Source: an optimization exercise on an open RTL-to-GDS flow (aim: small area, a short achievable clock period and few clock cycles). Production flows keep margins and buffers that such runs may drop.
RTL that was checked went through simulation tests only; none was proved equivalent to the original.
The RTL of runs 1 to 6 was laid out without a check of its function.
The clock cells of runs 5 to 7 come from the design's own scripts or RTL, not from TritonCTS.
No driver is modelled on the clock port, so clock power and skew are understated where the tree is cut down; a real chip needs a root buffer or a tree.
Power figures rest on the tool's default switching activity, not on a simulated workload.

==> design/flow/design.v <==
`timescale 1ns/10ps
module LBP ( clk, reset, gray_addr, gray_req, gray_ready, gray_data, lbp_addr, lbp_valid, lbp_data, finish);
input   	clk;
input   	reset;
output  reg [13:0] 	gray_addr;
output  reg      	gray_req;
input   	    gray_ready;
input   [7:0] 	gray_data;
output  reg [13:0] 	lbp_addr;
output  reg 	lbp_valid;
output  reg [7:0] 	lbp_data;
output  reg 	finish;
localparam K = 8;
reg        run;       
reg [2:0]  idx;       
reg        last;      
reg        cend;      
reg [6:0]  row, col;  
wire [6:0] row_n = !run ? row :
                   !last ? row + 7'd1 :
                   cend ? row - 7'd1 : row - 7'd7;
wire [6:0] col_n = (run && last) ? col + 7'd1 : col;
always @(posedge clk or posedge reset) begin
    if (reset) begin
        run <= 1'b0;
        idx <= 3'd0;
        last <= 1'b0;
        cend <= 1'b0;
        row <= 7'd0;
        col <= 7'd0;
    end else begin
        run <= run | gray_ready;
        row <= row_n;
        col <= col_n;
        if (run) begin
            idx <= idx + 3'd1;
            last <= (idx == 3'd6);
            if (last) cend <= (col == 7'd126);
        end
    end
end
function [1:0] cmp2;
    input [7:0] a, b;
    reg [7:0] g, p;
    reg g76, p76, g54, p54, g32, p32, g10, p10, g74, p74, g30, p30, gg, pp;
    begin
        g = a & ~b;
        p = a | ~b;
        g76 = g[7] | (p[7] & g[6]);  p76 = p[7] & p[6];
        g54 = g[5] | (p[5] & g[4]);  p54 = p[5] & p[4];
        g32 = g[3] | (p[3] & g[2]);  p32 = p[3] & p[2];
        g10 = g[1] | (p[1] & g[0]);  p10 = p[1] & p[0];
        g74 = g76 | (p76 & g54);     p74 = p76 & p54;
        g30 = g32 | (p32 & g10);     p30 = p32 & p10;
        gg  = g74 | (p74 & g30);     pp  = p74 & p30;
        cmp2 = {gg | pp, ~gg};
    end
endfunction
reg [7:0]  sr [0:K];  
reg [2:0]  pb [0:K];  
reg        q5;        
reg        q1;        
reg        q2a, q2b;  
wire [7:0] p  = gray_data;
wire [7:0] dl = sr[K-2];    
wire [7:0] l  = sr[K-1];    
wire [7:0] ul = sr[K];      
wire p_ge_ul, ul_ge_p, p_ge_l, l_ge_p, p_ge_dl, dl_ge_p, l_ge_ul, ul_ge_l;
assign {p_ge_ul, ul_ge_p} = cmp2(p, ul);
assign {p_ge_l,  l_ge_p}  = cmp2(p, l);
assign {p_ge_dl, dl_ge_p} = cmp2(p, dl);
assign {l_ge_ul, ul_ge_l} = cmp2(l, ul);
integer j;
always @(posedge clk) begin
    sr[0] <= p;
    for (j = 1; j <= K; j = j + 1) sr[j] <= sr[j-1];
    pb[0] <= {dl_ge_p, l_ge_p, ul_ge_p};
    for (j = 1; j <= K; j = j + 1) pb[j] <= pb[j-1];
    q5 <= p_ge_l;
    q1 <= ul_ge_l;
    q2a <= p_ge_dl;
    q2b <= q2a;
    gray_req <= run | gray_ready;
    lbp_valid <= run && (idx[2] | idx[1]) && (col[6:1] != 6'd0);
    finish <= run && last && cend && (row == 7'd127);
    gray_addr <= {row_n, col_n};
    lbp_addr <= {row - 7'd1, col - 7'd1};
    lbp_data <= {p_ge_ul, l_ge_ul, pb[K][2], q5, pb[K][1], q2b, q1, pb[K][0]};
end
endmodule
==> design/flow/run.sh <==
#!/bin/bash
# synth_recipe.tcl (not shown) runs the flow's synth.tcl, then flattens the netlist and writes it again
# the make line also repeats each setting of config.mk as NAME=value (left out here)
make -C /OpenROAD-flow-scripts/flow DESIGN_CONFIG=/design/flow/config.mk WORK_HOME=/design/flow/orfs CLKGATE_MAP_FILE= SYNTH_SCRIPT=/design/flow/synth_recipe.tcl finish
==> design/flow/config.mk <==
export PLATFORM = sky130hd
export DESIGN_NAME = LBP
export DESIGN_NICKNAME = LBP
export VERILOG_FILES = /design/flow/design.v
export SDC_FILE = /design/flow/constraint.sdc
export NUM_CORES = 4
export LEC_CHECK = 0
export CAP_MARGIN = 20
export CORE_MARGIN = 2
export CORE_UTILIZATION = 40
export CTS_BUF_LIST = sky130_fd_sc_hd__clkbuf_4 sky130_fd_sc_hd__clkbuf_8
export CTS_CLUSTER_DIAMETER = 100
export CTS_CLUSTER_SIZE = 40
export PLACE_DENSITY = 0.6
export SETUP_SLACK_MARGIN = 1.8
export SLEW_MARGIN = 20
==> design/flow/constraint.sdc <==
create_clock -name core_clock -period 3.3 [get_ports {clk}]
set_input_delay 0.6600 -clock core_clock [delete_from_list [all_inputs] [get_ports {clk}]]
set_output_delay 0.6600 -clock core_clock [all_outputs]
set_load 0.01 [all_outputs]
==> impl_metrics.ini, run 1 <==
[worst_setup_path]
crit_slowest_cell = dfxtp_1
required_ps = 2640
worstPathCellList = buf_2
crit_arrival_ps = 890
startpoint_type = flop
max_stage_delay_ps = 320
crit_start = lbp_data[7]
rr_startpoint = row[1]
cp_max_fo = 1
crit_buf_inv = 1
criticalPathCategory = flop to output pin
critPathCaptureType = output pin
cpLargestDelayFamily = flip-flops

[synthesis]
synth_top_flop_cell = dfxtp_1
synth_cell_types = 56
synth_common_cells = dfxtp_1 (142), inv_1 (29), dfrtp_1 (20)
ys_top_cells_by_area = dfxtp_1 (59%), dfrtp_1 (10%), xnor2_1 (2.9%), inv_1 (2.3%), ha_1 (1.8%)
ys_ff_latch = 162
synthArstFlopShare_pct = 12.3
synth_seq_area_share_pct = 69.4
synth-edff-count = 0
synth_top_area_cell = dfxtp_1
synth_most_common_cell = dfxtp_1
yosysWarnings = 3
syn_inst = 386
synth_top_area_share_pct = 59.0
syn-num-nets = 404
synth_area_mm2 = 0.00482
syn_avg_cell_area_um2 = 12.5

[final_layout]
area_delta_synth_final_pct = 25.1
nNetsFinal = 469
drive_gt1_share_pct = 29.1
fillerInstances = 1042
multi_input_area_mm2 = 0.00142
final_util_pct = 50.8
seqCellArea_mm2 = 0.00337
stdcell_count = 611
diodes = 0

[run]
drv_cap = 0

[placed_design]
dp.cells = 571
io_buffers = 49
hpwl_um = 5180
post-place-ws_ps = 1020
gp_congestion = 0.858

[clock_tree]
clock-root-buffer = clkbuf_8
numCtsBuffers = 17
cts_tree = built
clk_pin_slew_worst_paths_ps = 80
clock-sinks = 162
clk_latency_ps = 430
htreeDepth = 4
cts_buffer_depth = 2

[sta]
setup-tns-final_ps = 0
drv_slew = 0
setup_viol_count_final = 0
rsz0062_at_grt = yes
period_needed_ps = 1550
worst_slew_pin_slew_ps = 835
hold_viol = 0
max_freq_mhz = 646
fin_ws_ps = 1750
period_share_pct = 46.9
skew_ps = 7.66
relSlewSlack_pct = 44.3

[floorplan]
placementRows = 40
initial_utilization_pct = 40.6
fp.dieH_um = 114
io_pins = 50
dieArea_mm2 = 0.0129
core_area_mm2 = 0.0119
die_x_um = 114

[grt]
antenna_found_initial = 0
grt_pass1_wl_um = 13000
grt-ovfl-total = 0
gr-usage-all-layers_pct = 13.1
first_global_vias = 2698
grt_start_max_net_pins = 21

[detailed_routing]
drt_first_pass_iters = 4
vias = 2815
drc_errors = 0
wl_um = 7920
viasPerCell = 4.61
ant_nets = 0
routedWlPerCell_um = 13.0
drt_iter0_markers = 138

[status]
run_status = finished clean

[power]
power_density_mw_per_mm2 = 877
power_mw = 5.29
ir_drop_mv = 0.342
leakage_nw = 2.59

[worst_hold_path]
min_from = pb[2][2]
hold_path.class = flop to flop
[stage by stage]
stage / hold slack (ps) / cell area (µm²)
3_3_place_gp: 310 / 5440
4_1_cts: 325 / 5840
5_1_grt: 331 / 6020
3_5_place_dp: 312 / 5440
2_1_floorplan: 310 / 4830
6_report: 321 / 6020
[area by class of cell]
class	instances	area share, %
flip-flops and latches	162	56.0
multi-input cells	184	23.5
clock buffers	20	4.57
inverters	29	1.85
well taps	147	3.05
repair buffers	57	7.27
clock inverters	12	3.76
[layer usage]
layer	GRT usage, %	up-vias	share of wire [%]
li1	-	1429	-
met2	20.0	60	47
met4	6.75	0	1.8
met5	0	-	0
met1	16.9	1312	46
met3	4.20	14	4.9
[state kept, by name (all words and copies together) (netlist names), 3 cells and up]
register / count
row: 7
lbp_data: 8
lbp_addr: 14
pb: 27
sr: 72
col: 7
gray_addr: 14
idx: 3
[final timing paths]
kind,to,slack [ps],cells past startpoint
setup / recovery,lbp_data[7],1750,1
min in group asynchronous,col[2],690,2
hold / removal,pb[3][2],320,0
max in group asynchronous,row[5],2040,2
hold reg to reg,pb[3][2],320,0
setup reg to reg,row[3],1810,5
[layout by cell type (no fill, tap or decap), types with 3 or more instances in the layout]
cell type        netlist  routed
dfxtp_1              142     128
inv_1                 29      26
buf_2                  5      25
clkbuf_8               0      20
xnor2_1               16      16
nor2_1                16      16
buf_6                  2      16
dfxtp_2                0      14
nand2_1               12      12
nor2b_1               13      12
dfrtp_1               20      12
a21oi_1               10      10
o21ai_1                7       9
xor2_1                 8       8
dfrtp_2                0       8
nand2b_1               7       7
nand3_1                6       6
nor3_1                 8       6
bufinv_16              0       6
buf_4                  1       6
o21ai_0                7       5
o22ai_1                6       5
ha_1                   7       5
nand4_1                4       4
a211oi_2               0       4
clkinv_4               0       4
dlygate4sd2_1          0       4
a22oi_1                3       3
o31a_1                 3       3
maj3_2                 1       3
o21a_1                 3       3
clkdlybuf4s50_1        0       3
[power breakdown]
group	internal, mW	switching (mW)
clock network	1.04	0.677
logic	0.506	0.483
registers	2.32	0.255
[cells by family (layout without fill, tap and decap cells)]
logic type               Yosys count  in the layout  synth area share, %
adder cells (fa/ha/maj)           12             12                 2.88
AND/OR/NAND/NOR                   80             80                 9.15
flip-flops                       162            162                 69.4
XOR/XNOR                          24             24                 4.36
multiplexers                       3              3                0.650
AO/OA/AOI/OAI                     65             65                 9.90
buffers and inverters             40            118                 3.64
[repair_timing]
item / 4_1_cts / 5_1_grt
pin swaps: 2 / 13
buffers inserted: 4 / 4
setup endpoints to repair: 65 / 57
gates resized for setup: 187 / 45
hold buffers: 0 / 0
==> inputs of run 2 (changes only) <==
--- a/design/flow/config.mk
+++ b/design/flow/config.mk
@@ -7,10 +7,10 @@
 export LEC_CHECK = 0
 export CAP_MARGIN = 20
 export CORE_MARGIN = 2
-export CORE_UTILIZATION = 40
+export CORE_UTILIZATION = 65
 export CTS_BUF_LIST = sky130_fd_sc_hd__clkbuf_4 sky130_fd_sc_hd__clkbuf_8
 export CTS_CLUSTER_DIAMETER = 100
 export CTS_CLUSTER_SIZE = 40
-export PLACE_DENSITY = 0.6
+export PLACE_DENSITY = 0.8
 export SETUP_SLACK_MARGIN = 1.8
 export SLEW_MARGIN = 20
==> run 2 against run 1 <==
  * Critical path depth unchanged
  * Combinational power shrank 0.4%
  * Flip-flop and latch count unchanged
  * Synthesized cell count did not move
  * Total power decreased by 5.2%
  * Critical endpoint is now lbp_data[0]
  * Largest cell class unchanged
==> impl_metrics.ini, run 2 <==
[clock_tree]
numCtsBuffers = 17
clk_latency_ps = 440
clk_pin_slew_worst_paths_ps = 90
cts-hold-fix-buffers = 0
cts_buffer_depth = 2
clock-sinks = 162
cts_tree = built
clock-root-buffer = clkbuf_8
htreeDepth = 4

[final_layout]
top_register = sr
largest_register_ffs = 72
nNetsFinal = 467
diodes = 0
reg.largest.list = sr: 72 flops, pb: 27 flops
most-common-layout-cells = dfxtp_1 (125), inv_1 (27), buf_2 (22)
area_delta_synth_final_pct = 22.4
drive_gt1_share_pct = 30.1
final_common_cell = dfxtp_1

[worst_setup_path]
reg2reg_depth = 5
crit_cells = 1
setup.worst_path.end = lbp_data[0]
max_stage_delay_ps = 330
worstPathCellList = buf_2
critPathCaptureType = output pin
worstReg2RegEnd = row[3]
cpLargestDelayFamily = flip-flops
startpoint_type = flop
crit_arrival_ps = 880
cp_max_fo = 1
criticalPathCategory = flop to output pin
crit_start = lbp_data[0]
rr_startpoint = row[0]
crit_slowest_cell = dfxtp_1
required_ps = 2640
crit_buf_inv = 1
rrSetupSlack_ps = 1790

[power]
leakage_nw = 2.56
p_sw_mw = 1.49
pwr-share-comb_pct = 19.7
power_frac_clock_pct = 28.6
ir_drop_mv = 0.572
pwr-share-seq_pct = 51.8
p_sw_share_pct = 29.8
p_int_mw = 3.52
power_density_mw_per_mm2 = 850

[sta]
setup_viol_count_final = 0
rsz0062_at_grt = yes
worst_slew_pin_slew_ps = 801
drv_slew = 0
skew_ps = 14.3
period_share_pct = 46.7
setup-tns-final_ps = 0
hold_viol = 0
period_needed_ps = 1540
max_freq_mhz = 648
fin_ws_ps = 1760
relSlewSlack_pct = 46.5

[status]
run_status = finished clean

[floorplan]
die_x_um = 90.1
placementRows = 31
initial_utilization_pct = 66.8
core_area_mm2 = 0.00721
dieArea_mm2 = 0.00811
io_pins = 50
fp.dieH_um = 90.1

[placed_design]
gp_congestion = 0.868
post-place-ws_ps = 1000
hpwl_um = 5550
io_buffers = 49

[worst_hold_path]
hold_path.class = flop to flop

[detailed_routing]
drt_first_pass_iters = 5
ant_nets = 0
vias = 2975
drt_iter0_markers = 137
wl_um = 8920
drc_errors = 0
routedWlPerCell_um = 15.9
viasPerCell = 5.30

[grt]
gr-usage-all-layers_pct = 23.1
grt_pass1_wl_um = 14600
grt-ovfl-total = 0
grt_start_max_net_pins = 21
met2_usage_pct = 39.0
busiest_layer = met2
antenna_found_initial = 0
first_global_vias = 2976
gr-usage-met3_pct = 8.47
use_met1_pct = 27.4

[synthesis]
synth_most_common_cell = dfxtp_1
synth_area_mm2 = 0.00482
syn_inst = 386
synth_top_area_share_pct = 59.0
yosysWarnings = 3
ys_ff_latch = 162
syn_avg_cell_area_um2 = 12.5
synth_seq_area_share_pct = 69.4
synthArstFlopShare_pct = 12.3
synth_top_flop_cell = dfxtp_1
synth_common_cells = dfxtp_1 (142), inv_1 (29), dfrtp_1 (20)
syn-num-nets = 404
synth_cell_types = 56
synth-edff-count = 0
ys_top_cells_by_area = dfxtp_1 (59%), dfrtp_1 (10%), xnor2_1 (2.9%), inv_1 (2.3%), ha_1 (1.8%)
synth_top_area_cell = dfxtp_1

[run]
drv_cap = 0
run 2: stage by stage:
step / hold slack (ps) / std cells / utilization [%] / area (µm²) / power, mW
after floorplan: 310 / 386 / - / 4830 / 3.14
final: 323 / 561 / 81.7 / 5900 / 5.01
after detailed placement: 312 / 523 / 74.6 / 5380 / 3.56
after global routing: 324 / 561 / 81.7 / 5900 / 5.24
after global placement: 310 / 523 / 74.6 / 5380 / 3.51
after CTS: 327 / 561 / 79.5 / 5730 / 4.90
run 2: logic make-up after synthesis:
kind of cell    count (synthesis)  share of synthesized area (%)
compound gates                 65                           9.90
xor+xnor                       24                           4.36
fa+ha+maj                      12                           2.88
buf+inv                        40                           3.64
flops                         162                           69.4
mux                             3                          0.650
simple gates                   80                           9.15
run 2: power groups by stage:
stage | Sequential (mW) | Clock, mW | Combinational, mW
global placement | 2.58 | 0 | 0.926
global route | 2.64 | 1.54 | 1.06
detailed placement | 2.60 | 0 | 0.959
finish | 2.59 | 1.43 | 0.985
floorplan | 2.54 | 0 | 0.595
CTS | 2.56 | 1.46 | 0.886
run 2: layer usage:
| metal | part of all wire [%] | vias up |
|---|---|---|
| met1 | 43 | 1432 |
| li1 | - | 1426 |
| met3 | 4.9 | 15 |
| met5 | 0 | - |
| met2 | 51 | 102 |
| met4 | 1.5 | 0 |
run 2: repair_timing:
item                       CTS  global route
buffers inserted             6             0
resized for setup          194            48
pin swaps                    4            10
setup endpoints to repair   63            57
hold endpoints to repair     0             0
run 2: worst min path at each step:
stage             start          end  slack [ps]  cells after the start
5_1_grt        pb[3][0]     pb[4][0]         320                      0
3_5_place_dp   sr[2][5]     sr[3][5]         310                      0
2_1_floorplan  pb[8][0]  lbp_data[0]         310                      0
6_report       pb[3][0]     pb[4][0]         320                      0
3_3_place_gp   pb[8][2]  lbp_data[5]         310                      0
4_1_cts        pb[3][0]     pb[4][0]         330                      0
run 2: area by class of cell:
| type | instances | area, µm² |
|---|---|---|
| Clock buffer | 18 | 241 |
| Clock inverter | 14 | 166 |
| Fill cell | 410 | 1320 |
| Inverter | 29 | 109 |
| Multi-Input combinational cell | 184 | 1440 |
| Sequential cell | 162 | 3370 |
| Tap cell | 99 | 124 |
| Timing Repair Buffer | 55 | 447 |
==> inputs of run 3 (changes only) <==
--- a/design/flow/design.v
+++ b/design/flow/design.v
@@ -16,6 +16,7 @@
 reg        last;      
 reg        cend;      
 reg [6:0]  row, col;  
+reg        v1, f1;    
 wire [6:0] row_n = !run ? row :
                    !last ? row + 7'd1 :
                    cend ? row - 7'd1 : row - 7'd7;
@@ -39,6 +40,9 @@
         end
     end
 end
+wire       first = (idx == 3'd0);
+wire [6:0] lrow = row + (!first ? 7'd126 : (col == 7'd0) ? 7'd0 : 7'd6);
+wire [6:0] lcol = col - (first ? 7'd2 : 7'd1);
 function [1:0] cmp2;
     input [7:0] a, b;
     reg [7:0] g, p;
@@ -56,15 +60,15 @@
         cmp2 = {gg | pp, ~gg};
     end
 endfunction
-reg [7:0]  sr [0:K];  
-reg [2:0]  pb [0:K];  
-reg        q5;        
-reg        q1;        
-reg        q2a, q2b;  
-wire [7:0] p  = gray_data;
-wire [7:0] dl = sr[K-2];    
-wire [7:0] l  = sr[K-1];    
-wire [7:0] ul = sr[K];      
+reg [7:0]  sr [0:K+1];  
+reg [2:0]  pb [0:K];    
+reg        q5;          
+reg        q1;          
+reg        q2a, q2b;    
+wire [7:0] p  = sr[0];      
+wire [7:0] dl = sr[K-1];    
+wire [7:0] l  = sr[K];      
+wire [7:0] ul = sr[K+1];    
 wire p_ge_ul, ul_ge_p, p_ge_l, l_ge_p, p_ge_dl, dl_ge_p, l_ge_ul, ul_ge_l;
 assign {p_ge_ul, ul_ge_p} = cmp2(p, ul);
 assign {p_ge_l,  l_ge_p}  = cmp2(p, l);
@@ -72,8 +76,8 @@
 assign {l_ge_ul, ul_ge_l} = cmp2(l, ul);
 integer j;
 always @(posedge clk) begin
-    sr[0] <= p;
-    for (j = 1; j <= K; j = j + 1) sr[j] <= sr[j-1];
+    sr[0] <= gray_data;
+    for (j = 1; j <= K+1; j = j + 1) sr[j] <= sr[j-1];
     pb[0] <= {dl_ge_p, l_ge_p, ul_ge_p};
     for (j = 1; j <= K; j = j + 1) pb[j] <= pb[j-1];
     q5 <= p_ge_l;
@@ -81,10 +85,12 @@
     q2a <= p_ge_dl;
     q2b <= q2a;
     gray_req <= run | gray_ready;
-    lbp_valid <= run && (idx[2] | idx[1]) && (col[6:1] != 6'd0);
-    finish <= run && last && cend && (row == 7'd127);
     gray_addr <= {row_n, col_n};
-    lbp_addr <= {row - 7'd1, col - 7'd1};
+    v1 <= run && (idx[2] | idx[1]) && (col[6:1] != 6'd0);
+    f1 <= run && last && cend && (row == 7'd127);
+    lbp_valid <= v1;
+    finish <= f1;
+    lbp_addr <= {lrow, lcol};
     lbp_data <= {p_ge_ul, l_ge_ul, pb[K][2], q5, pb[K][1], q2b, q1, pb[K][0]};
 end
 endmodule
--- a/design/flow/config.mk
+++ b/design/flow/config.mk
@@ -7,10 +7,10 @@
 export LEC_CHECK = 0
 export CAP_MARGIN = 20
 export CORE_MARGIN = 2
-export CORE_UTILIZATION = 65
+export CORE_UTILIZATION = 40
 export CTS_BUF_LIST = sky130_fd_sc_hd__clkbuf_4 sky130_fd_sc_hd__clkbuf_8
 export CTS_CLUSTER_DIAMETER = 100
 export CTS_CLUSTER_SIZE = 40
-export PLACE_DENSITY = 0.8
+export PLACE_DENSITY = 0.6
 export SETUP_SLACK_MARGIN = 1.8
 export SLEW_MARGIN = 20
==> run 3 against run 2 <==
  * Clock-buffer cell count increased by 1
  * Design area grew 11%
  * Critical path depth up 8
  * Final cell count is 20% higher
  * Hold slack better by 1.9 ps
  * Clock power down 9%
  * Flip-flop and latch count up 10
  * Total power grew 14%
  * Global-route usage down 10 points
  * Critical endpoint is now lbp_addr[13]
==> impl_metrics.ini, run 3 <==
[clock_tree]
cts_tree = built
clk_latency_ps = 440
numCtsBuffers = 17
cts_buffer_depth = 2
clk_pin_slew_worst_paths_ps = 90
htreeDepth = 4
clock-root-buffer = clkbuf_8
clock-sinks = 172

[worst_setup_path]
rr_startpoint = col[4]
crit_slowest_cell = dfrtp_2
worstPathCellList = or3_4 -> nor3_4 -> nand3_4 -> ha_4 -> a21o_1 -> a21oi_2 -> o21bai_1 -> a21oi_2 -> xnor2_1
cpMostUsedCell = a21oi_2
cpLargestDelayFamily = simple AND/OR/NAND/NOR gates
critPathCaptureType = flop
crit_cells = 9
worstReg2RegEnd = lbp_addr[13]
max_stage_delay_ps = 410
reg2reg_depth = 9
crit_arrival_ps = 2500
setup.worst_path.end = lbp_addr[13]
crit_buf_inv = 0
cp_max_fo = 3
startpoint_type = flop
criticalPathCategory = flop to flop
rrSetupSlack_ps = 1180
required_ps = 3680
crit_start = col[4]

[synthesis]
synthArstFlopShare_pct = 11.6
syn-num-nets = 426
synth_top_family_by_area = compound AO/OA/AOI/OAI gates
synth-xor-area-share_pct = 3.85
synth_top_flop_cell = dfxtp_1
yosys.area_share.simple_pct = 6.62
synth_top_area_share_pct = 60.8
synth_fa_ha_area_share_pct = 5.90
synth_most_common_cell = dfxtp_1
yosysWarnings = 3
synth_cell_types = 39
synth_compound_area_share_pct = 9.07
ys_top_cells_by_area = dfxtp_1 (61%), dfrtp_1 (10%), ha_1 (4.5%), inv_1 (2.6%), xnor2_1 (2.4%)
synth_area_mm2 = 0.00501
synth-edff-count = 0
synth_top_area_cell = dfxtp_1
muxShareOfSynthArea_pct = 0.650
synth_seq_area_share_pct = 70.8
syn_avg_cell_area_um2 = 12.7
synth_common_cells = dfxtp_1 (152), inv_1 (35), nand2_1 (25)
ys_ff_latch = 172
syn_inst = 394

[sta]
relSlewSlack_pct = 47.8
setup-tns-final_ps = 0
max_freq_mhz = 471
drv_slew = 0
setup_viol_count_final = 0
fin_ws_ps = 1180
skew_ps = 11.3
period_share_pct = 64.4
rsz0062_at_grt = yes
hold_viol = 0
period_needed_ps = 2120
worst_slew_pin_slew_ps = 782

[power]
p_sw_share_pct = 31.1
p_sw_mw = 1.78
p_int_mw = 3.94
ir_drop_mv = 0.357
leakage_nw = 2.89
power_frac_clock_pct = 22.8
power_density_mw_per_mm2 = 878
pwr-share-seq_pct = 46.7
pwr-share-comb_pct = 30.6

[worst_hold_path]
hold_path.class = flop to flop
min_from = sr[6][7]

[floorplan]
core_area_mm2 = 0.0121
initial_utilization_pct = 41.3
die_x_um = 116
fp.dieH_um = 116
placementRows = 40
io_pins = 50
dieArea_mm2 = 0.0134

[final_layout]
stdcell_count = 673
fillerInstances = 1059
nNetsFinal = 524
final_cell_area_mm2 = 0.00652
drive_gt1_share_pct = 35.2
reg.largest.list = sr: 80 flops, pb: 27 flops
diodes = 0
largest_register_ffs = 80
final_common_cell = dfxtp_1
multi_input_area_mm2 = 0.00160
top_register = sr
seqCellArea_mm2 = 0.00357
most-common-layout-cells = dfxtp_1 (140), buf_2 (29), inv_1 (27)
area_delta_synth_final_pct = 30.2

[grt]
first_global_vias = 2899
grt-ovfl-total = 0
antenna_found_initial = 0
gr-usage-all-layers_pct = 13.0
grt_pass1_wl_um = 13400
grt_start_max_net_pins = 21

[run]
drv_cap = 0

[detailed_routing]
routedWlPerCell_um = 12.3
drt_iter0_markers = 126
wl_um = 8260
ant_nets = 0
drc_errors = 0
viasPerCell = 4.49
drt_first_pass_iters = 4
vias = 3021

[placed_design]
placed_cell_area_mm2 = 0.00580
io_buffers = 49
dp.cells = 607
post-place-ws_ps = 996
hpwl_um = 5310
gp_congestion = 0.812

[status]
run_status = finished clean
## run 3: how the worst min path moves through the flow
| stage | to | slack, ps | depth (start not counted) |
|---|---|---|---|
| after global placement | pb[8][1] | 310 | 0 |
| after CTS | sr[7][7] | 320 | 0 |
| after detailed placement | pb[2][2] | 310 | 0 |
| final | sr[7][7] | 330 | 0 |
| after floorplan | finish | 310 | 0 |
| after global routing | pb[3][1] | 330 | 0 |
## run 3: layout make-up
cell class              instances  share of cell area, %
clock buffers                  19                   3.82
flip-flops and latches        172                   54.8
clock inverters                13                   1.63
multi-input cells             183                   24.5
inverters                      35                   2.17
repair buffers                 83                   9.87
well taps                     168                   3.22
## run 3: routing by layer
metal  share of wire (%)  track usage (%)  vias to the layer above
met5                   0                0                        -
met4                 2.7             7.46                        0
met3                 5.5             5.07                       22
met2                  47             20.4                       73
met1                  44             15.4                     1410
li1                    -                -                     1516
## run 3: kinds of logic (layout without fill, tap and decap cells)
logic type      count (synthesis)  count (layout)
mux                             3               3
xor+xnor                       22              22
flops                         172             172
simple gates                   68              68
compound gates                 68              68
buf+inv                        39             150
fa+ha+maj                      22              22
## run 3: what timing repair did
item                                    in CTS  in global routing
pin swaps                                   12                 19
setup buffers                               22                 12
resized for setup                          191                 39
hold buffers                                 0                  0
gates cloned                                 0                  0
endpoints found under the setup margin      73                 71
## run 3: through the flow
step / total power [mW] / hold WS (ps) / utilization [%]
5_1_grt: 6.08 / 333 / 53.8
3_3_place_gp: 4.13 / 311 / 47.9
6_report: 5.73 / 325 / 53.8
2_1_floorplan: 3.63 / 310 / -
4_1_cts: 5.55 / 322 / 51.7
3_5_place_dp: 4.17 / 312 / 47.9
## run 3: power groups by stage
stage | Sequential (mW) | Combinational [mW] | Clock (mW)
global placement | 2.72 | 1.42 | 0
detailed placement | 2.73 | 1.44 | 0
CTS | 2.66 | 1.53 | 1.35
global route | 2.71 | 1.92 | 1.45
floorplan | 2.75 | 0.881 | 0
finish | 2.67 | 1.75 | 1.30
==> inputs of run 4 (changes only) <==
--- a/design/flow/design.v
+++ b/design/flow/design.v
@@ -10,39 +10,45 @@
 output  reg 	lbp_valid;
 output  reg [7:0] 	lbp_data;
 output  reg 	finish;
-localparam K = 8;
+localparam K = 10;
 reg        run;       
-reg [2:0]  idx;       
-reg        last;      
+reg [3:0]  idx;       
+reg [3:0]  s;         
+reg [6:0]  col;       
 reg        cend;      
-reg [6:0]  row, col;  
 reg        v1, f1;    
-wire [6:0] row_n = !run ? row :
-                   !last ? row + 7'd1 :
-                   cend ? row - 7'd1 : row - 7'd7;
-wire [6:0] col_n = (run && last) ? col + 7'd1 : col;
+reg        first;     
+reg        wrapped;   
+wire       last = idx[3] & idx[0];           
+wire       step_col = run & last;            
+wire       step_strip = step_col & cend;     
+wire [3:0] idx_n = !run ? idx : last ? 4'd0 : idx + 4'd1;
+wire [3:0] s_p1 = s + 4'd1;
+wire [3:0] s_n = step_strip ? s_p1 : s;
+wire [6:0] col_n = step_col ? col + 7'd1 : col;
+wire [3:0] hi_n = (idx_n[3] | step_strip) ? s_p1 : s;
 always @(posedge clk or posedge reset) begin
     if (reset) begin
         run <= 1'b0;
-        idx <= 3'd0;
-        last <= 1'b0;
+        idx <= 4'd0;
+        s <= 4'd0;
+        col <= 7'd0;
         cend <= 1'b0;
-        row <= 7'd0;
-        col <= 7'd0;
+        first <= 1'b0;
+        wrapped <= 1'b0;
     end else begin
+        first <= step_col;
+        wrapped <= step_strip;
         run <= run | gray_ready;
-        row <= row_n;
+        idx <= idx_n;
+        s <= s_n;
         col <= col_n;
-        if (run) begin
-            idx <= idx + 3'd1;
-            last <= (idx == 3'd6);
-            if (last) cend <= (col == 7'd126);
-        end
+        if (step_col) cend <= (col == 7'd126);
     end
 end
-wire       first = (idx == 3'd0);
-wire [6:0] lrow = row + (!first ? 7'd126 : (col == 7'd0) ? 7'd0 : 7'd6);
-wire [6:0] lcol = col - (first ? 7'd2 : 7'd1);
+wire [2:0] idx_m2 = idx[2:0] - 3'd2;
+wire [6:0] lrow = first ? {(wrapped ? s : s_p1), 3'd0} : {s, idx_m2};
+wire [6:0] lcol = first ? col - 7'd2 : col - 7'd1;
 function [1:0] cmp2;
     input [7:0] a, b;
     reg [7:0] g, p;
@@ -85,9 +91,9 @@
     q2a <= p_ge_dl;
     q2b <= q2a;
     gray_req <= run | gray_ready;
-    gray_addr <= {row_n, col_n};
-    v1 <= run && (idx[2] | idx[1]) && (col[6:1] != 6'd0);
-    f1 <= run && last && cend && (row == 7'd127);
+    gray_addr <= {hi_n, idx_n[2:0], col_n};
+    v1 <= run && (idx[3:1] != 3'd0) && (col[6:1] != 6'd0) && !(s == 4'd15 && idx[3]);
+    f1 <= run && cend && (s == 4'd15) && (idx == 4'd7);
     lbp_valid <= v1;
     finish <= f1;
     lbp_addr <= {lrow, lcol};
--- a/design/flow/config.mk
+++ b/design/flow/config.mk
@@ -12,5 +12,5 @@
 export CTS_CLUSTER_DIAMETER = 100
 export CTS_CLUSTER_SIZE = 40
 export PLACE_DENSITY = 0.6
-export SETUP_SLACK_MARGIN = 1.8
+export SETUP_SLACK_MARGIN = 1.85
 export SLEW_MARGIN = 20
==> run 4 against run 3 <==
  * Critical path type is now flop to output pin
  * Routed wire length is 5.6% lower
  * Clock power increased by 21%
  * Largest power group unchanged
  * Total power shrank 8.4%
  * Still clean
  * Critical endpoint is now lbp_addr[3]
  * Fmax grew 37%
==> impl_metrics.ini, run 4 <==
[detailed_routing]
drt_iter0_markers = 170
drt_first_pass_iters = 5
routedWlPerCell_um = 11.9
vias = 2893
viasPerCell = 4.42
ant_nets = 0
drc_errors = 0
wl_um = 7800

[final_layout]
diodes = 0
final_common_cell = dfxtp_1
most-common-layout-cells = dfxtp_1 (159), buf_2 (27), inv_1 (20), clkbuf_8 (20), nor2b_1 (17)
final_util_pct = 49.1
largest_register_ffs = 96
drive_gt1_share_pct = 25.1
reg.largest.list = sr: 96 flops, pb: 33 flops
top_register = sr
nNetsFinal = 486
area_delta_synth_final_pct = 21.5
fillerInstances = 1148

[synthesis]
synth_common_cells = dfxtp_1 (174), inv_1 (20), dfrtp_1 (19), nor2b_1 (19), nand2_1 (15)
synth_top_area_cell = dfxtp_1
syn-num-nets = 411
synth_seq_area_share_pct = 74.8
synthArstFlopShare_pct = 9.84
yosysWarnings = 3
syn_inst = 390
syn_avg_cell_area_um2 = 13.6
synth_top_area_share_pct = 65.8
synth_most_common_cell = dfxtp_1
synth-edff-count = 0
ys_ff_latch = 193
ys_top_cells_by_area = dfxtp_1 (66%), dfrtp_1 (9.0%), ha_1 (2.4%), nor2b_1 (2.2%), xnor2_1 (2.2%)
synth_cell_types = 51
synth_area_mm2 = 0.00529
synth_top_flop_cell = dfxtp_1

[sta]
holdWs_ps = 323
relSlewSlack_pct = 48.7
rsz0062_at_grt = yes
setup-tns-final_ps = 0
period_share_pct = 47.1
hold_viol = 0
worst_slew_pin_slew_ps = 769
setup_viol_count_final = 0
max_freq_mhz = 643
drv_slew = 0
period_needed_ps = 1560
skew_ps = 9.66
fin_ws_ps = 1740

[worst_setup_path]
required_ps = 2640
criticalPathCategory = flop to output pin
worstPathCellList = buf_2
crit_buf_inv = 1
cpLargestDelayFamily = flip-flops
critPathCaptureType = output pin
crit_arrival_ps = 900
startpoint_type = flop
cp_max_fo = 1
max_stage_delay_ps = 320
crit_slowest_cell = dfxtp_1

[placed_design]
io_buffers = 49
hpwl_um = 5080
post-place-ws_ps = 1600
gp_congestion = 0.841

[power]
power_density_mw_per_mm2 = 816
pwr-share-comb_pct = 16.7
p_sw_share_pct = 26.2
p_int_mw = 3.87
ir_drop_mv = 0.359
p_sw_mw = 1.37
pwr-share-seq_pct = 53.4
power_mw = 5.25
leakage_nw = 2.86
power_frac_clock_pct = 29.9

[grt]
antenna_found_initial = 0
grt-ovfl-total = 0
gr-usage-all-layers_pct = 11.9
grt_pass1_wl_um = 13000
first_global_vias = 2816
grt_start_max_net_pins = 20

[clock_tree]
cts_buffer_depth = 2
htreeDepth = 4
cts_tree = built
clock-root-buffer = clkbuf_8
numCtsBuffers = 17
cts-hold-fix-buffers = 0
clk_pin_slew_worst_paths_ps = 100
clock-sinks = 193
clk_latency_ps = 450

[worst_hold_path]
hold_path.class = flop to flop

[floorplan]
fp.dieH_um = 119
die_x_um = 119
dieArea_mm2 = 0.0142
io_pins = 50
placementRows = 42
initial_utilization_pct = 40.4
core_area_mm2 = 0.0131

[run]
drv_cap = 0

[status]
run_status = finished clean
==> run 4: cell types whose count changed after synthesis, sizes merged, moves of 8 or more <==
cell   before  now
nand2      25   15
inv        35   21
ha         18   10
a21oi      19    7
nor2b       5   19
dfxtp     152  174
==> run 4: path summary, 6_finish.rpt <==
path | start | to | slack [ps] | cells after the start
max | lbp_addr[3] | lbp_addr[3] | 1740 | 1
min in group asynchronous | reset | col[4] | 660 | 2
min | pb[6][1] | pb[7][1] | 320 | 0
max reg2reg | idx[2] | gray_addr[11] | 1810 | 4
max in group asynchronous | reset | idx[0] | 2100 | 2
min reg2reg | pb[6][1] | pb[7][1] | 320 | 0
==> run 4: repair_timing <==
item	4_1_cts	5_1_grt
pin swaps	2	3
gates resized for setup	167	31
buffers inserted	5	9
setup endpoints to repair	45	55
==> run 4: power groups by stage <==
stage / Combinational, mW / Sequential (mW) / Clock [mW]
6_report: 0.877 / 2.80 / 1.57
5_1_grt: 0.972 / 2.84 / 1.72
4_1_cts: 0.772 / 2.79 / 1.63
3_5_place_dp: 0.807 / 2.87 / 0
3_3_place_gp: 0.797 / 2.85 / 0
2_1_floorplan: 0.413 / 2.87 / 0
==> run 4: per-layer routing <==
layer  share of wire, %  up-vias  track usage, %
met1                 46     1344            14.1
met5                  0        -               0
met3                5.4       16            4.93
met4                2.8        0            6.77
li1                   -     1455               -
met2                 46       78            18.2
==> run 4: cell type report <==
cell class                 count  area, µm²  area share (%)
timing repair buffer          63        475            7.40
clock inverter                11        146            2.28
sequential                   193       3980            62.0
clock buffer                  21        283            4.40
multi-input combinational    169       1240            19.2
tap                          176        220            3.43
inverter                      21       81.3            1.27
==> run 4: logic make-up (layout without fill, tap and decap cells) <==
group	Yosys count	count (layout)	synth area share, %
AOI/OAI and AO/OA	50	50	7.07
xor gates and xnor gates	23	23	3.81
adders and majority gates	12	12	2.77
buffers and inverters	28	116	2.32
DFF	193	193	74.8
muxes	5	5	1.09
and+or+nand+nor	79	79	8.11
==> run 4: through the flow <==
step | cell area, µm² | cells
6_report | 6420 | 654
5_1_grt | 6420 | 654
4_1_cts | 6250 | 645
3_5_place_dp | 5960 | 608
3_3_place_gp | 5960 | 608
2_1_floorplan | 5290 | 390
==> inputs of run 5 (changes only) <==
==> design/flow/flow/run.sh (new file) <==
#!/bin/bash
# Own layout flow: the standard flow (standard.sh, unchanged synthesis),
# except that the clock tree is one level of clock buffers driven by the
# clock port, built by flow/clock_tree.tcl before CTS (PRE_CTS_TCL hook);
# TritonCTS is skipped. standard.sh's output goes to standard.log; each
# ORFS step keeps its own log under orfs/logs.
set -euo pipefail
cd "$(dirname "$0")/.."
export PRE_CTS_TCL="$(pwd)/flow/clock_tree.tcl"
bash standard.sh > standard.log 2>&1
==> design/flow/flow/clock_tree.tcl (new file) <==
# Clock tree of two levels, built before CTS (PRE_CTS_TCL); the CTS command
# itself is then skipped. The registers are split by balanced k-means on their
# places into NLEAF groups, each clocked by a leaf buffer at its centre; the
# leaf buffers are split the same way into NTOP groups, each driven by a top
# buffer at its centre, and the clock port drives the NTOP top buffers.
proc env_or {name default} {
  if {[info exists ::env($name)]} { return $::env($name) }
  return $default
}
set nleaf [env_or MY_CLK_NLEAF 8]
set ntop [env_or MY_CLK_NTOP 4]
set leafcell [env_or MY_CLK_LEAF sky130_fd_sc_hd__clkbuf_16]
set topcell [env_or MY_CLK_TOP sky130_fd_sc_hd__clkbuf_8]

# balanced k-means of points {x y} into k groups of at most ceil(n/k);
# returns the group of each point
proc bkmeans {pts k} {
  set n [llength $pts]
  set mx 0.0; set my 0.0
  foreach p $pts { set mx [expr {$mx + [lindex $p 0]}]; set my [expr {$my + [lindex $p 1]}] }
  set mx [expr {$mx / $n}]; set my [expr {$my / $n}]
  set order {}
  for {set i 0} {$i < $n} {incr i} {
    set p [lindex $pts $i]
    lappend order [list $i [expr {atan2([lindex $p 1] - $my, [lindex $p 0] - $mx)}]]
  }
  set order [lsort -real -index 1 $order]
  set assign [lrepeat $n 0]
  for {set j 0} {$j < $n} {incr j} { lset assign [lindex $order $j 0] [expr {$j * $k / $n}] }
  set cap [expr {($n + $k - 1) / $k}]
  for {set iter 0} {$iter < 50} {incr iter} {
    set cx [lrepeat $k 0.0]; set cy [lrepeat $k 0.0]; set cn [lrepeat $k 0]
    for {set i 0} {$i < $n} {incr i} {
      set c [lindex $assign $i]; set p [lindex $pts $i]
      lset cx $c [expr {[lindex $cx $c] + [lindex $p 0]}]
      lset cy $c [expr {[lindex $cy $c] + [lindex $p 1]}]
      lset cn $c [expr {[lindex $cn $c] + 1}]
    }
    for {set c 0} {$c < $k} {incr c} {
      if {[lindex $cn $c] > 0} {
        lset cx $c [expr {[lindex $cx $c] / [lindex $cn $c]}]
        lset cy $c [expr {[lindex $cy $c] / [lindex $cn $c]}]
      }
    }
    set pairs {}
    for {set i 0} {$i < $n} {incr i} {
      set p [lindex $pts $i]
      for {set c 0} {$c < $k} {incr c} {
        lappend pairs [list [expr {abs([lindex $p 0] - [lindex $cx $c]) + abs([lindex $p 1] - [lindex $cy $c])}] $i $c]
      }
    }
    set new [lrepeat $n -1]; set used [lrepeat $k 0]
    foreach pr [lsort -real -index 0 $pairs] {
      lassign $pr d i c
      if {[lindex $new $i] >= 0 || [lindex $used $c] >= $cap} { continue }
      lset new $i $c
      lset used $c [expr {[lindex $used $c] + 1}]
    }
    if {$new eq $assign} { break }
    set assign $new
  }
  return $assign
}

# centre of each group
proc centres {pts assign k} {
  set cx [lrepeat $k 0.0]; set cy [lrepeat $k 0.0]; set cn [lrepeat $k 0]
  foreach p $pts c $assign {
    lset cx $c [expr {[lindex $cx $c] + [lindex $p 0]}]
    lset cy $c [expr {[lindex $cy $c] + [lindex $p 1]}]
    lset cn $c [expr {[lindex $cn $c] + 1}]
  }
  set out {}
  for {set c 0} {$c < $k} {incr c} {
    lappend out [list [expr {[lindex $cx $c] / max(1, [lindex $cn $c])}] [expr {[lindex $cy $c] / max(1, [lindex $cn $c])}]]
  }
  return $out
}

set block [ord::get_db_block]
set core [$block getCoreArea]
proc add_buffer {name cell at in_net} {
  set block [ord::get_db_block]
  set core [$block getCoreArea]
  set master [[ord::get_db] findMaster $cell]
  set inst [odb::dbInst_create $block $master $name]
  set x [expr {int([lindex $at 0]) - [$master getWidth] / 2}]
  set y [expr {int([lindex $at 1]) - [$master getHeight] / 2}]
  set x [expr {max([$core xMin], min($x, [$core xMax] - [$master getWidth]))}]
  set y [expr {max([$core yMin], min($y, [$core yMax] - [$master getHeight]))}]
  $inst setLocation $x $y
  $inst setPlacementStatus PLACED
  set net [odb::dbNet_create $block clknet_$name]
  $net setSigType CLOCK
  [$inst findITerm A] connect $in_net
  [$inst findITerm X] connect $net
  return $net
}

set clk_net [$block findNet clk]
set sinks [$clk_net getITerms]
set pts {}
foreach it $sinks {
  set bb [[$it getInst] getBBox]
  lappend pts [list [expr {([$bb xMin] + [$bb xMax]) / 2.0}] [expr {([$bb yMin] + [$bb yMax]) / 2.0}]]
}
set leaf_of [bkmeans $pts $nleaf]
set leaf_at [centres $pts $leaf_of $nleaf]
set top_of [bkmeans $leaf_at $ntop]
set top_at [centres $leaf_at $top_of $ntop]

set top_net {}
for {set t 0} {$t < $ntop} {incr t} {
  lappend top_net [add_buffer clktop_$t $topcell [lindex $top_at $t] $clk_net]
}
for {set c 0} {$c < $nleaf} {incr c} {
  set net [add_buffer clkleaf_$c $leafcell [lindex $leaf_at $c] [lindex $top_net [lindex $top_of $c]]]
  set cnt 0
  foreach it $sinks g $leaf_of {
    if {$g == $c} { $it disconnect; $it connect $net; incr cnt }
  }
  puts "clock leaf $c (top [lindex $top_of $c]) at [lindex $leaf_at $c] drives $cnt registers"
}
set_propagated_clock [all_clocks]
rename clock_tree_synthesis {}
proc clock_tree_synthesis {args} { puts "clock_tree_synthesis skipped: the clock tree is built by clock_tree.tcl" }
==> design/flow/standard.sh (new file) <==
#!/bin/bash
# synth_recipe.tcl (not shown) runs the flow's synth.tcl, then flattens the netlist and writes it again
# the make line also repeats each setting of config.mk as NAME=value (left out here)
make -C /OpenROAD-flow-scripts/flow DESIGN_CONFIG=/design/flow/config.mk WORK_HOME=/design/flow/orfs CLKGATE_MAP_FILE= SYNTH_SCRIPT=/design/flow/synth_recipe.tcl "${@:-finish}"
==> design/flow/config.mk (replaced) <==
export PLATFORM = sky130hd
export DESIGN_NAME = LBP
export DESIGN_NICKNAME = LBP
export VERILOG_FILES = /design/flow/design.v
export SDC_FILE = /design/flow/constraint.sdc
export NUM_CORES = 4
export LEC_CHECK = 0
export CAP_MARGIN = 20
export CORE_MARGIN = 2
export CORE_UTILIZATION = 40
export PLACE_DENSITY = 0.6
export SETUP_SLACK_MARGIN = 2.0
export SLEW_MARGIN = 20
removed: design/flow/run.sh
==> run 5 against run 4 <==
  * Critical path type is now flop to flop
  * Global-route usage down 1.6 points
  * Critical path depth rose by 3
  * Largest power group unchanged
  * Design area barely moved
  * Total power fell by 6.6%
  * Core utilization is essentially flat
==> impl_metrics.ini, run 5 <==
[grt]
gr-usage-all-layers_pct = 10.3
antenna_found_initial = 0
grt_start_max_net_pins = 26
first_global_vias = 2694
grt_pass1_wl_um = 12500
grt-ovfl-total = 0

[synthesis]
ys_top_cells_by_area = dfxtp_1 (66%), dfrtp_1 (9.0%), ha_1 (2.4%), nor2b_1 (2.2%), xnor2_1 (2.2%)
synth_most_common_cell = dfxtp_1
synth_top_area_share_pct = 65.8
synth-edff-count = 0
synth_top_area_cell = dfxtp_1
synth_top_flop_cell = dfxtp_1
synth_compound_area_share_pct = 7.07
synth_area_mm2 = 0.00529
synthArstFlopShare_pct = 9.84
synth_fa_ha_area_share_pct = 2.77
synth-xor-area-share_pct = 3.81
ys_ff_latch = 193
synth_top_family_by_area = simple AND/OR/NAND/NOR gates
synth_cell_types = 51
syn-num-nets = 411
yosys.area_share.simple_pct = 8.11
synth_common_cells = dfxtp_1 (174), inv_1 (20), dfrtp_1 (19), nor2b_1 (19), nand2_1 (15)
yosysWarnings = 3
syn_avg_cell_area_um2 = 13.6
synth_seq_area_share_pct = 74.8
syn_inst = 390
muxShareOfSynthArea_pct = 1.09

[floorplan]
initial_utilization_pct = 40.4
fp.dieH_um = 119
placementRows = 42
io_pins = 50
die_x_um = 119
dieArea_mm2 = 0.0142
core_area_mm2 = 0.0131

[sta]
setup-tns-final_ps = 0
rsz0062_at_grt = yes
period_share_pct = 45.2
max_freq_mhz = 670
hold_viol = 0
worst_slew_pin_slew_ps = 489
relSlewSlack_pct = 67.3
skew_ps = 11.4
setup_viol_count_final = 0
period_needed_ps = 1490
fin_ws_ps = 1810
drv_slew = 0

[final_layout]
diodes = 0
stdcell_count = 638
drive_gt1_share_pct = 30.3
final_cell_area_mm2 = 0.00642
fillerInstances = 1129
nNetsFinal = 485
most-common-layout-cells = dfxtp_1 (154), buf_2 (32), buf_4 (17)
final_common_cell = dfxtp_1
largest_register_ffs = 96
area_delta_synth_final_pct = 21.4
reg.largest.list = sr: 96 flops, pb: 33 flops
top_register = sr

[detailed_routing]
drt_iter0_markers = 178
drt_first_pass_iters = 4
routedWlPerCell_um = 12.3
vias = 2887
ant_nets = 0
drc_errors = 0
viasPerCell = 4.53
wl_um = 7860

[power]
leakage_nw = 2.81
power_density_mw_per_mm2 = 762
power_mw = 4.90
ir_drop_mv = 0.525

[clock_tree]
clk_pin_slew_worst_paths_ps = 90
clk_latency_ps = 290

[worst_hold_path]
hold_end = q2b
min_from = q2a
hold_path.class = flop to flop
min_delay_path_depth = 0

[status]
run_status = finished clean

[worst_setup_path]
worstPathCellList = ha_2 -> and4b_1 -> a211oi_4 -> mux2_4
startpoint_type = flop
reg2reg_depth = 4
rrSetupSlack_ps = 1810
crit_start = idx[2]
worstReg2RegEnd = gray_addr[11]
crit_arrival_ps = 1680
criticalPathCategory = flop to flop
max_stage_delay_ps = 410
rr_startpoint = idx[2]
crit_slowest_cell = dfrtp_1
critPathCaptureType = flop
cp_max_fo = 3
required_ps = 3480

[run]
drv_cap = 0

[placed_design]
gp_congestion = 0.876
post-place-ws_ps = 1590
hpwl_um = 4940
placed_cell_area_mm2 = 0.00596
dp.cells = 608
io_buffers = 49
## run 5: layout make-up
class / instances / area, µm² / share of cell area (%)
flip-flops and latches: 193 / 4010 / 62.4
multi-input cells: 169 / 1370 / 21.3
repair buffers: 67 / 478 / 7.44
plain buffers: 12 / 255 / 3.97
well taps: 176 / 220 / 3.43
inverters: 21 / 92.6 / 1.44
## run 5: repair_timing
action | in CTS | in global routing
setup buffers | 16 | 2
pin swaps | 15 | 13
hold endpoints to repair | 0 | 0
hold buffers | 0 | 0
resized for setup | 191 | 48
endpoints found under the setup margin | 83 | 61
## run 5: power breakdown
part           leakage [nW]  switching, mW  internal (mW)
sequential             1.70          0.151           2.65
combinational         0.976          0.460          0.470
clock                 0.127          0.617          0.547
## run 5: per-stage QoR
| step | util (%) | hold slack [ps] |
|---|---|---|
| after floorplan | - | 310 |
| after global placement | 45.6 | 310 |
| after detailed placement | 45.6 | 312 |
| after CTS | 47.7 | 325 |
| after global routing | 49.1 | 327 |
| final | 49.1 | 323 |
## run 5: cell families after synthesis
group | after synthesis
AO/OA/AOI/OAI | 50
flip-flops | 193
multiplexers | 5
AND/OR/NAND/NOR | 79
buffers and inverters | 28
XOR/XNOR | 23
adder cells (fa/ha/maj) | 12
## run 5: worst max-delay path by stage
| stage | end | slack (ps) | depth (start not counted) |
|---|---|---|---|
| detailed placement | idx[3] | 1590 | 2 |
| global placement | idx[3] | 1570 | 2 |
| floorplan | gray_addr[11] | 1860 | 4 |
| global route | gray_addr[11] | 1740 | 4 |
| finish | gray_addr[11] | 1810 | 4 |
| CTS | gray_addr[11] | 1740 | 4 |
## run 5: metal layers
metal,track usage [%],routed length (µm),vias to the layer above
li1,-,-,1434
met1,12.9,3450,1360
met2,18.2,3730,75
met3,1.82,433,18
met4,3.27,246,0
met5,0,0,-
## run 5: worst max-delay path: cells and delay by family (launching register included)
| kind | cells | cell delay (ps) |
|---|---|---|
| muxes | 1 | 330 |
| DFF | 1 | 410 |
| and+or+nand+nor | 1 | 220 |
| adders and majority gates | 1 | 170 |
| AOI/OAI and AO/OA | 1 | 260 |
==> inputs of run 6 (changes only) <==
--- a/design/flow/design.v
+++ b/design/flow/design.v
@@ -14,26 +14,31 @@
 reg        run;       
 reg [3:0]  idx;       
 reg [3:0]  s;         
+reg [3:0]  rh;        
 reg [6:0]  col;       
 reg        cend;      
+reg        at7;       
+reg        last;      
 reg        v1, f1;    
 reg        first;     
 reg        wrapped;   
-wire       last = idx[3] & idx[0];           
 wire       step_col = run & last;            
 wire       step_strip = step_col & cend;     
 wire [3:0] idx_n = !run ? idx : last ? 4'd0 : idx + 4'd1;
 wire [3:0] s_p1 = s + 4'd1;
 wire [3:0] s_n = step_strip ? s_p1 : s;
 wire [6:0] col_n = step_col ? col + 7'd1 : col;
-wire [3:0] hi_n = (idx_n[3] | step_strip) ? s_p1 : s;
+wire [3:0] rh_n = (run & at7) ? rh + 4'd1 : (step_col & ~cend) ? rh - 4'd1 : rh;
 always @(posedge clk or posedge reset) begin
     if (reset) begin
         run <= 1'b0;
         idx <= 4'd0;
         s <= 4'd0;
+        rh <= 4'd0;
         col <= 7'd0;
         cend <= 1'b0;
+        at7 <= 1'b0;
+        last <= 1'b0;
         first <= 1'b0;
         wrapped <= 1'b0;
     end else begin
@@ -42,8 +47,11 @@
         run <= run | gray_ready;
         idx <= idx_n;
         s <= s_n;
+        rh <= rh_n;
         col <= col_n;
         if (step_col) cend <= (col == 7'd126);
+        at7 <= run & (idx == 4'd6);
+        last <= run & (idx == 4'd8);
     end
 end
 wire [2:0] idx_m2 = idx[2:0] - 3'd2;
@@ -91,7 +99,7 @@
     q2a <= p_ge_dl;
     q2b <= q2a;
     gray_req <= run | gray_ready;
-    gray_addr <= {hi_n, idx_n[2:0], col_n};
+    gray_addr <= {rh_n, idx_n[2:0], col_n};
     v1 <= run && (idx[3:1] != 3'd0) && (col[6:1] != 6'd0) && !(s == 4'd15 && idx[3]);
     f1 <= run && cend && (s == 4'd15) && (idx == 4'd7);
     lbp_valid <= v1;
--- a/design/flow/config.mk
+++ b/design/flow/config.mk
@@ -9,5 +9,5 @@
 export CORE_MARGIN = 2
 export CORE_UTILIZATION = 40
 export PLACE_DENSITY = 0.6
-export SETUP_SLACK_MARGIN = 2.0
+export SETUP_SLACK_MARGIN = 1.9
 export SLEW_MARGIN = 20
==> run 6 against run 5 <==
  * Design area up 4.2%
  * Global-route usage up 1.1 points
  * Total power up 7.2%
  * Routed wire length up 10%
  * Worst setup slack better by 56 ps
  * Sequential share of layout area down 0.36 points
  * First-iteration DRC count down 9.0%
  * Clock skew up 9.0 ps
  * Fmax up 3.9%
==> impl_metrics.ini, run 6 <==
[worst_setup_path]
rr_startpoint = col[0]
rrSetupSlack_ps = 1890
worstReg2RegEnd = lbp_addr[6]
startpoint_type = flop
crit_start = lbp_addr[11]
max_stage_delay_ps = 340
cp_max_fo = 1
crit_buf_inv = 1
cpLargestDelayFamily = flip-flops
crit_slowest_cell = dfxtp_2
worstPathCellList = clkbuf_2
required_ps = 2640
crit_arrival_ps = 780
criticalPathCategory = flop to output pin
critPathCaptureType = output pin
reg2reg_depth = 6

[synthesis]
ys_ff_latch = 199
synth_most_common_cell = dfxtp_1
synth_cell_types = 51
syn_avg_cell_area_um2 = 13.2
synth_top_flop_cell = dfxtp_1
synth_area_mm2 = 0.00554
synth_common_cells = dfxtp_1 (174), dfrtp_1 (25), inv_1 (24)
synth-edff-count = 0
ys_top_cells_by_area = dfxtp_1 (63%), dfrtp_1 (11%), ha_1 (3.2%), xnor2_1 (2.7%), nor2b_1 (1.7%)
syn_inst = 421
synth_seq_area_share_pct = 74.2
synth_top_area_cell = dfxtp_1
yosysWarnings = 3
synth_top_area_share_pct = 62.9
synthArstFlopShare_pct = 12.6
syn-num-nets = 446

[detailed_routing]
drc_errors = 0
wl_um = 8680
drt_iter0_markers = 162
ant_nets = 0
vias = 3144
routedWlPerCell_um = 12.9
viasPerCell = 4.67
drt_first_pass_iters = 5

[clock_tree]
clk_latency_ps = 300
clk_pin_slew_worst_paths_ps = 100

[worst_hold_path]
min_from = pb[6][1]
min_delay_path_depth = 0
hold_path.class = flop to flop
hold_end = pb[7][1]

[final_layout]
multi_input_area_mm2 = 0.00140
final_common_cell = dfxtp_1
most-common-layout-cells = dfxtp_1 (148), dfxtp_2 (25), buf_2 (21)
final_util_pct = 50.0
diodes = 0
drive_gt1_share_pct = 26.0
fillerInstances = 1176
area_delta_synth_final_pct = 20.9
seqCellArea_mm2 = 0.00415
reg.largest.list = sr: 96 flops, pb: 33 flops
nNetsFinal = 524
largest_register_ffs = 96
top_register = sr

[run]
drv_cap = 0

[sta]
drv_slew = 0
period_share_pct = 43.5
relSlewSlack_pct = 61.7
period_needed_ps = 1440
max_freq_mhz = 696
skew_ps = 20.4
rsz0062_at_grt = yes
hold_viol = 0
fin_ws_ps = 1860
worst_slew_pin_slew_ps = 573
setup-tns-final_ps = 0
setup_viol_count_final = 0
holdWs_ps = 314

[placed_design]
post-place-ws_ps = 1340
hpwl_um = 5500
io_buffers = 49
gp_congestion = 0.834

[floorplan]
io_pins = 50
dieArea_mm2 = 0.0148
die_x_um = 122
fp.dieH_um = 122
initial_utilization_pct = 41.3
placementRows = 42
core_area_mm2 = 0.0134

[grt]
grt-ovfl-total = 0
grt_start_max_net_pins = 26
first_global_vias = 3036
gr-usage-all-layers_pct = 11.4
antenna_found_initial = 0
grt_pass1_wl_um = 14100

[power]
ir_drop_mv = 0.453
leakage_nw = 2.91
power_density_mw_per_mm2 = 784

[status]
run_status = finished clean
==> run 6: cell types whose count changed in the layout (fill, tap and decap cells not counted), sizes merged, moves of 5 or more <==
cell and delta:
dfrtp +6, nand3 +7, nand2 +7, inv +5, xor2 -6
==> run 6: through the flow <==
step           std cells  power (mW)  cell area [µm²]
6_report             673        5.25             6700
3_3_place_gp         642        3.92             6230
5_1_grt              673        5.54             6700
4_1_cts              670        5.17             6530
2_1_floorplan        421        3.49             5540
3_5_place_dp         642        3.94             6230
==> run 6: worst max path at each step <==
| stage | endpoint | slack [ps] | cells past startpoint |
|---|---|---|---|
| 4_1_cts | lbp_addr[11] | 1700 | 1 |
| 2_1_floorplan | lbp_addr[6] | 1860 | 6 |
| 3_3_place_gp | rh[0] | 1380 | 2 |
| 3_5_place_dp | rh[0] | 1340 | 2 |
| 6_report | lbp_addr[11] | 1860 | 1 |
| 5_1_grt | lbp_addr[5] | 1830 | 7 |
==> run 6: where the power goes <==
group / switching, mW / internal [mW]
clock network: 0.645 / 0.548
logic: 0.525 / 0.576
registers: 0.174 / 2.78
==> run 6: cells by family (layout without fill, tap and decap cells) <==
family | Yosys count | after routing | share of synthesized area (%)
DFF | 199 | 199 | 74.2
and+or+nand+nor | 95 | 95 | 8.97
AOI/OAI and AO/OA | 57 | 57 | 7.21
buffers and inverters | 30 | 106 | 2.15
xor gates and xnor gates | 21 | 21 | 3.32
adders and majority gates | 16 | 16 | 3.55
muxes | 3 | 3 | 0.588
==> run 6: repair_timing <==
item | 4_1_cts | 5_1_grt
pin swaps | 7 | 10
hold buffers | 0 | 0
buffers inserted | 16 | 3
gates resized for setup | 182 | 48
endpoints found under the setup margin | 74 | 52
==> run 6: cell type report <==
class / count / share of cell area [%]
Inverter: 26 / 1.55
Tap cell: 176 / 3.29
Sequential cell: 199 / 62.0
Timing Repair Buffer: 68 / 8.37
Buffer: 12 / 3.81
Multi-Input combinational cell: 192 / 21.0
==> run 6: routing by layer <==
layer	up-vias	track usage [%]	share of wire (%)	wire, µm
met5	-	0	0	0
met4	0	3.38	2.6	223
met3	21	1.54	5.5	479
met2	92	19.0	46	3990
met1	1480	15.6	46	3990
li1	1551	-	-	-
==> inputs of run 7 (changes only) <==
--- a/design/flow/design.v
+++ b/design/flow/design.v
@@ -102,8 +102,8 @@
     gray_addr <= {rh_n, idx_n[2:0], col_n};
     v1 <= run && (idx[3:1] != 3'd0) && (col[6:1] != 6'd0) && !(s == 4'd15 && idx[3]);
     f1 <= run && cend && (s == 4'd15) && (idx == 4'd7);
-    lbp_valid <= v1;
-    finish <= f1;
+    lbp_valid <= v1 & run;    
+    finish <= f1 & run;
     lbp_addr <= {lrow, lcol};
     lbp_data <= {p_ge_ul, l_ge_ul, pb[K][2], q5, pb[K][1], q2b, q1, pb[K][0]};
 end
--- a/design/flow/config.mk
+++ b/design/flow/config.mk
@@ -9,5 +9,5 @@
 export CORE_MARGIN = 2
 export CORE_UTILIZATION = 40
 export PLACE_DENSITY = 0.6
-export SETUP_SLACK_MARGIN = 1.9
+export SETUP_SLACK_MARGIN = 1.8
 export SLEW_MARGIN = 20
==> run 7 against run 6 <==
  * Critical path depth grew 5
  * Sequential share of layout area grew 2.0 points
  * Sequential power is essentially flat
  * Die area grew 0.58%
  * Routed wire length shrank 4.6%
  * Still clean
  * Largest power group unchanged
  * Synthesized area grew 0.61%
  * Hold slack gained 12 ps
==> impl_metrics.ini, run 7 <==
[status]
run_status = finished clean

[placed_design]
gp_congestion = 0.849
hpwl_um = 5640
dp.cells = 647
io_buffers = 49

[clock_tree]
clk_latency_ps = 300
clk_pin_slew_worst_paths_ps = 90
cts-hold-fix-buffers = 0

[sta]
worst_slew_pin_slew_ps = 555
rsz0062_at_grt = yes
skew_ps = 11.2
period_needed_ps = 1450
relSlewSlack_pct = 62.9
holdWs_ps = 326
period_share_pct = 43.9
drv_slew = 0
hold_viol = 0
setup_viol_count_final = 0
max_freq_mhz = 690
setup-tns-final_ps = 0

[final_layout]
top_register = sr
final_common_cell = dfxtp_1
area_delta_synth_final_pct = 16.0
diodes = 0
most-common-layout-cells = dfxtp_1 (159), buf_2 (35), inv_1 (22)
reg.largest.list = sr: 96 flops, pb: 33 flops
stdcell_count = 668
final_util_pct = 47.1
drive_gt1_share_pct = 20.3
largest_register_ffs = 96
nNetsFinal = 515

[worst_setup_path]
max_stage_delay_ps = 410
startpoint_type = flop
crit_slowest_cell = dfrtp_1
criticalPathCategory = flop to flop
crit_arrival_ps = 1640
required_ps = 3490
worstPathCellList = inv_2 -> ha_4 -> nor2b_4 -> o21ai_2 -> or3_1 -> xnor2_1
critPathCaptureType = flop
cp_max_fo = 4

[power]
leakage_nw = 2.84
ir_drop_mv = 0.360
power_mw = 5.06
power_density_mw_per_mm2 = 784

[grt]
use_met1_pct = 14.1
grt-ovfl-total = 0
met2_usage_pct = 18.5
busiest_layer = met2
gr-usage-met3_pct = 1.59
grt_start_max_net_pins = 26
gr-usage-all-layers_pct = 10.7
grt_pass1_wl_um = 13300
antenna_found_initial = 0
first_global_vias = 2923

[floorplan]
io_pins = 50
placementRows = 43
core_area_mm2 = 0.0137
dieArea_mm2 = 0.0149
fp.dieH_um = 122
die_x_um = 122
initial_utilization_pct = 40.6

[synthesis]
synthArstFlopShare_pct = 12.6
synth_seq_area_share_pct = 73.8
synth_top_area_share_pct = 62.5
synth_common_cells = dfxtp_1 (174), dfrtp_1 (25), inv_1 (25)
synth-edff-count = 0
synth_most_common_cell = dfxtp_1
syn-num-nets = 447
yosysWarnings = 3
synth_top_area_cell = dfxtp_1
ys_top_cells_by_area = dfxtp_1 (63%), dfrtp_1 (11%), ha_1 (3.1%), xnor2_1 (2.7%), inv_1 (1.7%)
synth_top_flop_cell = dfxtp_1
synth_cell_types = 51
synth_area_mm2 = 0.00557
ys_ff_latch = 199
syn_inst = 422
syn_avg_cell_area_um2 = 13.2

[detailed_routing]
drt_first_pass_iters = 4
wl_um = 8280
vias = 3045
drc_errors = 0
routedWlPerCell_um = 12.4
ant_nets = 0
drt_iter0_markers = 172
viasPerCell = 4.56

[worst_hold_path]
hold_path.class = flop to flop

[run]
drv_cap = 0
## run 7: area by class of cell
type	count	area, µm²
tap	180	225
inverter	26	104
buffer	12	255
fill	1254	7260
sequential	199	4130
multi-input combinational	193	1380
timing repair buffer	58	367
## run 7: critical path, delay by kind of cell (launching register included)
family	cells	cell delay [ps]
AOI/OAI and AO/OA	1	70
buffers and inverters	1	110
xor gates and xnor gates	1	130
DFF	1	410
adders and majority gates	1	140
and+or+nand+nor	2	490
## run 7: final timing paths
check                      startpoint  cells after the start     endpoint  slack (ps)
max                            col[1]                      6  lbp_addr[6]        1850
min                          pb[2][0]                      0     pb[3][0]         330
max reg2reg                    col[1]                      6  lbp_addr[6]        1850
min reg2reg                  pb[2][0]                      0     pb[3][0]         330
max in group asynchronous       reset                      2          run        2160
min in group asynchronous       reset                      2        first         790
## run 7: metal layers
layer / share of wire (%) / vias to the layer above
met4: 2.1 / 0
met1: 46 / 1421
met5: 0 / -
met2: 46 / 68
li1: - / 1541
met3: 5.8 / 15
## run 7: where the power goes
part	total (mW)	leakage, nW	internal, mW	switching [mW]
Combinational	0.931	0.929	0.442	0.489
Sequential	2.94	1.79	2.77	0.169
Clock	1.19	0.127	0.548	0.639
Total	5.06	2.84	3.76	1.30
## run 7: what timing repair did
item / CTS / global route
resized for setup: 131 / 53
pin swaps: 0 / 5
endpoints found under the setup margin: 68 / 39
buffers inserted: 2 / 7
## run 7: kinds of logic (layout without fill, tap and decap cells)
group,after synthesis,count (layout),synth area share [%]
flops,199,199,73.8
simple gates,96,96,9.21
compound gates,57,57,7.50
buf+inv,30,96,2.11
xor+xnor,21,21,3.30
fa+ha+maj,16,16,3.53
mux,3,3,0.584
## run 7: metrics by stage
step	cell area, µm²	setup WS, ps
2_1_floorplan	5570	1840
3_3_place_gp	6270	1400
3_5_place_dp	6270	1360
4_1_cts	6550	1710
5_1_grt	6460	1790
6_report	6460	1850
Testbench counts of run 7, summed over its fixed seeds: cycles 163,840.

## re-timing with driven ports
In the flow no input, the clock included, has a driving cell. The finished layouts below were timed again as built, in two steps. Step 1, drivers: a clkbuf_16 drives clk and a buf_2 each remaining input, both assumed. Step 2 adds t to the input delays and takes it off the output delays; t is the mean of the earliest and latest rising clock arrival at the registers after step 1. Input paths then give back, and output paths get back, about the clock's delay inside the block. Three values: ideal ports, drivers, drivers and shift; two values: the first two.
run	t (ns)	slack for setup (ns)	worst hold slack (ns)	latest minus earliest clock arrival (ns)	slew at the worst register clock pin (ns)
run 1	0.465	1.753 / 1.719 / 1.377	0.321 / 0.321 / 0.321	0.008 / 0.009	0.08 / 0.08
run 2	0.460	1.757 / 1.726 / 1.316	0.323 / 0.323 / 0.323	0.017 / 0.017	0.09 / 0.09
run 3	0.472	1.175 / 1.175 / 1.175	0.325 / 0.325 / 0.325	0.012 / 0.011	0.09 / 0.09
run 4	0.479	1.744 / 1.712 / 1.627	0.323 / 0.323 / 0.323	0.014 / 0.014	0.10 / 0.10
run 5	0.353	1.807 / 1.807 / 1.807	0.323 / 0.323 / 0.323	0.016 / 0.016	0.09 / 0.09
run 6	0.356	1.863 / 1.800 / 1.816	0.314 / 0.314 / 0.314	0.022 / 0.021	0.10 / 0.10
run 7	0.355	1.850 / 1.789 / 1.808	0.326 / 0.326 / 0.326	0.011 / 0.011	0.09 / 0.09
After both steps every run listed still meets setup and hold. For run 2, which loses most, drivers alone change the setup slack by -0.031 ns; drivers and shift together by -0.441 ns. The worst setup slack also covers recovery checks on asynchronous resets.
